Context: an optimization exercise on an open-source flow, tuned for small area. The choices shown serve that exercise and are no tape-out recipe.
The RTL was checked by simulation tests, not by an equivalence proof against the original design.
No driver is modelled on the clock port, so clocking that relies on it looks cheaper here than on a real chip.
No activity file was given, so power comes from the tool's default toggle rates.

## run 1
Design conv_buffer_5x5, start of the top module:
module conv_buffer_5x5 (
    input clk,
    input reset,
    input [7:0] pixel_in,
    input valid_in,
    output [199:0] window,
    output reg window_valid
);
==> flow/config.mk <==
export PLATFORM = sky130hd
export DESIGN_NAME = conv_buffer_5x5
export DESIGN_NICKNAME = conv_buffer_5x5
export VERILOG_FILES = /design/flow/design.v
export SDC_FILE = /design/flow/constraint.sdc
export NUM_CORES = 4
export LEC_CHECK = 0
export CAP_MARGIN = 0
export CORE_MARGIN = 2
export CORE_UTILIZATION = 40
export SLEW_MARGIN = 0
export SYNTH_HIERARCHICAL = 1
export SYNTH_MINIMUM_KEEP_SIZE = 0
==> flow/constraint.sdc <==
create_clock -name core_clock -period 6.0 [get_ports {clk}]
set_input_delay 1.2000 -clock core_clock [delete_from_list [all_inputs] [get_ports {clk}]]
set_output_delay 1.2000 -clock core_clock [all_outputs]
set_load 0.01 [all_outputs]
standard.sh (not shown) runs the stock make flow with config.mk's settings and CLKGATE_MAP_FILE= SYNTH_SCRIPT=/design/flow/synth_recipe.tcl, a recipe that flattens the netlist after the stock synthesis.
==> flow/flow/run.sh <==
#!/bin/bash
# Standard layout, with buf_1 port buffers and a clock tree of small buffers
# without dummy loads. make's full output goes to flow.log.
set -euo pipefail
export BUFFER_PORTS_ARGS="-buffer_cell sky130_fd_sc_hd__buf_1"
export CTS_ARGS="-sink_clustering_enable -repair_clock_nets -dont_use_dummy_load -buf_list {sky130_fd_sc_hd__clkbuf_4} -sink_clustering_size 12 -sink_clustering_max_diameter 40"
bash standard.sh > flow.log 2>&1
Input changes introduced in run 2 (baseline for comparison: run 1):
--- a/flow/flow/run.sh
+++ b/flow/flow/run.sh
@@ -6 +6 @@
-export CTS_ARGS="-sink_clustering_enable -repair_clock_nets -dont_use_dummy_load -buf_list {sky130_fd_sc_hd__clkbuf_4} -sink_clustering_size 12 -sink_clustering_max_diameter 40"
+export CTS_ARGS="-sink_clustering_enable -repair_clock_nets -dont_use_dummy_load -buf_list {sky130_fd_sc_hd__clkbuf_16} -sink_clustering_size 48 -sink_clustering_max_diameter 40"
--- a/flow/config.mk
+++ b/flow/config.mk
@@ -8 +8 @@
-export CAP_MARGIN = 0
+export CAP_MARGIN = 20
@@ -10,2 +10,3 @@
-export CORE_UTILIZATION = 40
-export SLEW_MARGIN = 0
+export CORE_UTILIZATION = 65
+export PLACE_DENSITY = 0.75
+export SLEW_MARGIN = 20
Taking run 2 over run 1, the internal power summed over all cells ratio works out to 1.20. In run 2, sequential cell fraction of total power is lower than in run 1. Maximum net fanout on the critical path up 254 in run 2 wrt run 1. Changes observed in run 2 relative to run 1: combinational cell fraction of total power decreased by 1.5 points relative to the old numbers; met2 wire length now larger; final core utilization shows an increase of 29 points. Sort run 2 and run 1 by post-route clock period utilization asc -> top: run 1.
Input changes introduced in run 3 (baseline for comparison: run 2):
==> flow/run.sh (new file) <==
#!/bin/bash
# synth_recipe.tcl (not shown) runs the flow's synth.tcl, then flattens the netlist and writes it again
# the make line also repeats each setting of config.mk as NAME=value (left out here)
make -C /OpenROAD-flow-scripts/flow DESIGN_CONFIG=/design/flow/config.mk WORK_HOME=/design/flow/orfs CLKGATE_MAP_FILE= SYNTH_SCRIPT=/design/flow/synth_recipe.tcl finish
--- a/flow/config.mk
+++ b/flow/config.mk
@@ -10,2 +10,2 @@
-export CORE_UTILIZATION = 65
-export PLACE_DENSITY = 0.75
+export CORE_UTILIZATION = 40
+export CTS_BUF_LIST = sky130_fd_sc_hd__clkbuf_2 sky130_fd_sc_hd__clkbuf_4 sky130_fd_sc_hd__clkbuf_8
removed: flow/flow/run.sh
removed: flow/standard.sh
### Flow results
- Run 3 gives more fraction of power consumed by combinational cells than run 2 did.
- The detailed-route wire length on metal 1 in run 3 sits about 10% above the value recorded for run 2.
- Run 3 vs run 2: tap cell instance count up
- Run 3 vs run 2 — worst setup slack dropped 0.087 ns.
- Compared with run 2, post-route total power in run 3 increased by a little under 10%.
#### Input delta (run 4 over run 3)
==> flow/flow/run.sh (new file) <==
#!/bin/bash
# Standard layout, with buf_1 port buffers and a clock tree of small buffers
# without dummy loads. make's full output goes to flow.log.
set -euo pipefail
export BUFFER_PORTS_ARGS="-buffer_cell sky130_fd_sc_hd__buf_1"
export CTS_ARGS="-sink_clustering_enable -repair_clock_nets -dont_use_dummy_load -buf_list {sky130_fd_sc_hd__clkbuf_4} -sink_clustering_size 12 -sink_clustering_max_diameter 40"
bash standard.sh > flow.log 2>&1
==> flow/standard.sh (new file) <==
#!/bin/bash
# synth_recipe.tcl (not shown) runs the flow's synth.tcl, then flattens the netlist and writes it again
# the make line also repeats each setting of config.mk as NAME=value (left out here)
make -C /OpenROAD-flow-scripts/flow DESIGN_CONFIG=/design/flow/config.mk WORK_HOME=/design/flow/orfs CLKGATE_MAP_FILE= SYNTH_SCRIPT=/design/flow/synth_recipe.tcl "${@:-finish}"
--- a/flow/config.mk
+++ b/flow/config.mk
@@ -11 +10,0 @@
-export CTS_BUF_LIST = sky130_fd_sc_hd__clkbuf_2 sky130_fd_sc_hd__clkbuf_4 sky130_fd_sc_hd__clkbuf_8
removed: flow/run.sh
### Flow results
Run 4 | stages: all done | timing, DRC, antenna: all pass
Looking at global routing usage summed across all routing layers, run 4 sits 0.29 points below run 3.
Clock power on run 4 is ahead of run 3.
Run 4 vs. run 3: fraction of layout cells with a size suffix above 1 dropped 4.9 points; via count of the first global-routing pass -514.
Run 4 ends up with a post-placement worst setup slack that is 0.050 ns lower than in run 3.

conv_buffer_5x5 again, from the RTL that the note above started with.
export LEC_CHECK = 0
export CAP_MARGIN = 20
export CORE_MARGIN = 2
export CORE_UTILIZATION = 40
export SLEW_MARGIN = 20
export SYNTH_HIERARCHICAL = 1
export SYNTH_MINIMUM_KEEP_SIZE = 0
create_clock -name core_clock -period 6.0 [get_ports {clk}]
==> flow/flow/run.sh <==
#!/bin/bash
# Standard layout, with buf_1 port buffers and a clock tree of small buffers
# without dummy loads. make's full output goes to flow.log.
set -euo pipefail
export BUFFER_PORTS_ARGS="-buffer_cell sky130_fd_sc_hd__buf_1"
export CTS_ARGS="-sink_clustering_enable -repair_clock_nets -dont_use_dummy_load -buf_list {sky130_fd_sc_hd__clkbuf_4} -sink_clustering_size 12 -sink_clustering_max_diameter 50"
export POST_CTS_TCL="$PWD/flow/post_cts.tcl"
bash standard.sh > flow.log 2>&1
==> flow/flow/post_cts.tcl <==
estimate_parasitics -placement
set n_up 0
foreach inst [get_cells clkbuf_leaf_*] {
  set worst 0
  set onet [get_nets -of_objects [get_pins [get_full_name $inst]/X]]
  foreach p [get_pins -of_objects $onet -filter "direction==input"] {
    set s [get_property $p slew_max]
    if {$s > $worst} { set worst $s }
  }
  if {$worst > 0.124} {
    replace_cell $inst sky130_fd_sc_hd__clkbuf_8
    incr n_up
  }
}
puts "post_cts.tcl: upsized $n_up leaf clock buffers"
detailed_placement
check_placement -verbose
estimate_parasitics -placement
Then changed:
==> flow/run.sh (new file) <==
#!/bin/bash
# synth_recipe.tcl (not shown) runs the flow's synth.tcl, then flattens the netlist and writes it again
# the make line also repeats each setting of config.mk as NAME=value (left out here)
make -C /OpenROAD-flow-scripts/flow DESIGN_CONFIG=/design/flow/config.mk WORK_HOME=/design/flow/orfs CLKGATE_MAP_FILE= SYNTH_SCRIPT=/design/flow/synth_recipe.tcl finish
CTS_BUF_LIST = sky130_fd_sc_hd__clkbuf_4   (was default)
removed: flow/flow/run.sh
removed: flow/flow/post_cts.tcl
removed: flow/standard.sh
Final area grows by 11%.
Global-route usage rose by 0.76 points.
Register-to-register slack stays flat.

## 08-04
Starting RTL as in the previous note.
Design conv_buffer_5x5, start of the top module:
module conv_buffer_5x5 (
    input clk,
    input reset,
    input [7:0] pixel_in,
    input valid_in,
    output [199:0] window,
    output reg window_valid
);
export LEC_CHECK = 0
export CAP_MARGIN = 20
export CORE_MARGIN = 2
export CORE_UTILIZATION = 40
export SLEW_MARGIN = 20
export SYNTH_HIERARCHICAL = 1
export SYNTH_MINIMUM_KEEP_SIZE = 0
create_clock -name core_clock -period 6.0 [get_ports {clk}]
==> flow/flow/run.sh <==
#!/bin/bash
# Standard layout, with buf_1 port buffers and a clock tree of small buffers
# without dummy loads. make's full output goes to flow.log.
set -euo pipefail
export BUFFER_PORTS_ARGS="-buffer_cell sky130_fd_sc_hd__buf_1"
export CTS_ARGS="-sink_clustering_enable -repair_clock_nets -dont_use_dummy_load -buf_list {sky130_fd_sc_hd__clkbuf_4} -sink_clustering_size 16 -sink_clustering_max_diameter 60"
export POST_CTS_TCL="$PWD/flow/post_cts.tcl"
bash standard.sh > flow.log 2>&1
==> flow/flow/post_cts.tcl <==
estimate_parasitics -placement
set n_up 0
foreach inst [get_cells clkbuf_leaf_*] {
  set worst 0
  set onet [get_nets -of_objects [get_pins [get_full_name $inst]/X]]
  foreach p [get_pins -of_objects $onet -filter "direction==input"] {
    set s [get_property $p slew_max]
    if {$s > $worst} { set worst $s }
  }
  if {$worst > 0.115} {
    replace_cell $inst sky130_fd_sc_hd__clkbuf_8
    incr n_up
  }
}
puts "post_cts.tcl: upsized $n_up leaf clock buffers"
detailed_placement
check_placement -verbose
estimate_parasitics -placement
Relative to 08-04, the following input files were edited for 10-26:
==> flow/flow/run.sh <==
#!/bin/bash
# Standard layout, with buf_1 port buffers and a clock tree of small buffers
# without dummy loads. make's full output goes to flow.log.
set -euo pipefail
export BUFFER_PORTS_ARGS="-buffer_cell sky130_fd_sc_hd__buf_1"
export CTS_ARGS="-sink_clustering_enable -repair_clock_nets -dont_use_dummy_load -buf_list {sky130_fd_sc_hd__clkbuf_4} -sink_clustering_size 12 -sink_clustering_max_diameter 50"
export POST_CTS_TCL="$PWD/flow/post_cts.tcl"
bash standard.sh > flow.log 2>&1
--- outcome ---
On total leakage power: between 08-04 and 10-26, it ends up higher for 10-26.
In the tables for 08-04 and 10-26, final worst-path cycle share reads higher with 08-04.
Re sum of overflow across all layers after global routing: no difference whatsoever between 10-26 and 08-04.
Side by side, arrival time reported for the critical path endpoint turned out lower in 10-26 than in 08-04.
On total power, the lower figure sits with 08-04, not 10-26.
Looking at layout cell share with drive strength beyond 1, 10-26 sits 1.0 points above 08-04.

## separate check: timing with driven ports
The results above use ideal ports. As a check the final layouts listed here were re-extracted and re-timed, cells and wires unchanged. Step 1 assumes that a clkbuf_16 drives the clock port and a buf_2 every other input. Step 2, shift: input delay + t, output delay - t, t = (earliest + latest rising clock arrival at the registers) / 2. This alone moves slack from input paths to output paths. a / b / c = ideal / step 1 / step 2; a / b = the first two.
| run | t, ns | setup WS [ns] | worst hold slack (ns) | worst data-port slew with drivers (ns) | cell pins on the clock port's net |
|---|---|---|---|---|---|
| run 1 | 0.946 | 3.053 / 3.002 / 2.126 | 0.346 / 0.346 / 0.346 | 0.04 | 1 |
| run 2 | 0.664 | 2.925 / 2.960 / 2.295 | 0.413 / 0.413 / 0.413 | 0.03 | 1 |
| run 3 | 0.837 | 2.838 / 2.783 / 2.127 | 0.417 / 0.417 / 0.417 | 0.05 | 1 |
| run 4 | 0.946 | 3.053 / 3.002 / 2.126 | 0.346 / 0.346 / 0.346 | 0.04 | 1 |
| the first run of note 2 | 0.884 | 2.931 / 2.947 / 2.063 | 0.360 / 0.360 / 0.360 | 0.04 | 1 |
| the second run of note 2 | 1.048 | 2.673 / 2.617 / 2.082 | 0.380 / 0.380 / 0.380 | 0.05 | 1 |
| 08-04 | 0.867 | 2.925 / 2.942 / 2.076 | 0.327 / 0.327 / 0.327 | 0.04 | 1 |
| 10-26 | 0.911 | 2.964 / 2.979 / 2.068 | 0.360 / 0.360 / 0.360 | 0.04 | 1 |
After both steps setup and hold are still met in every run listed.
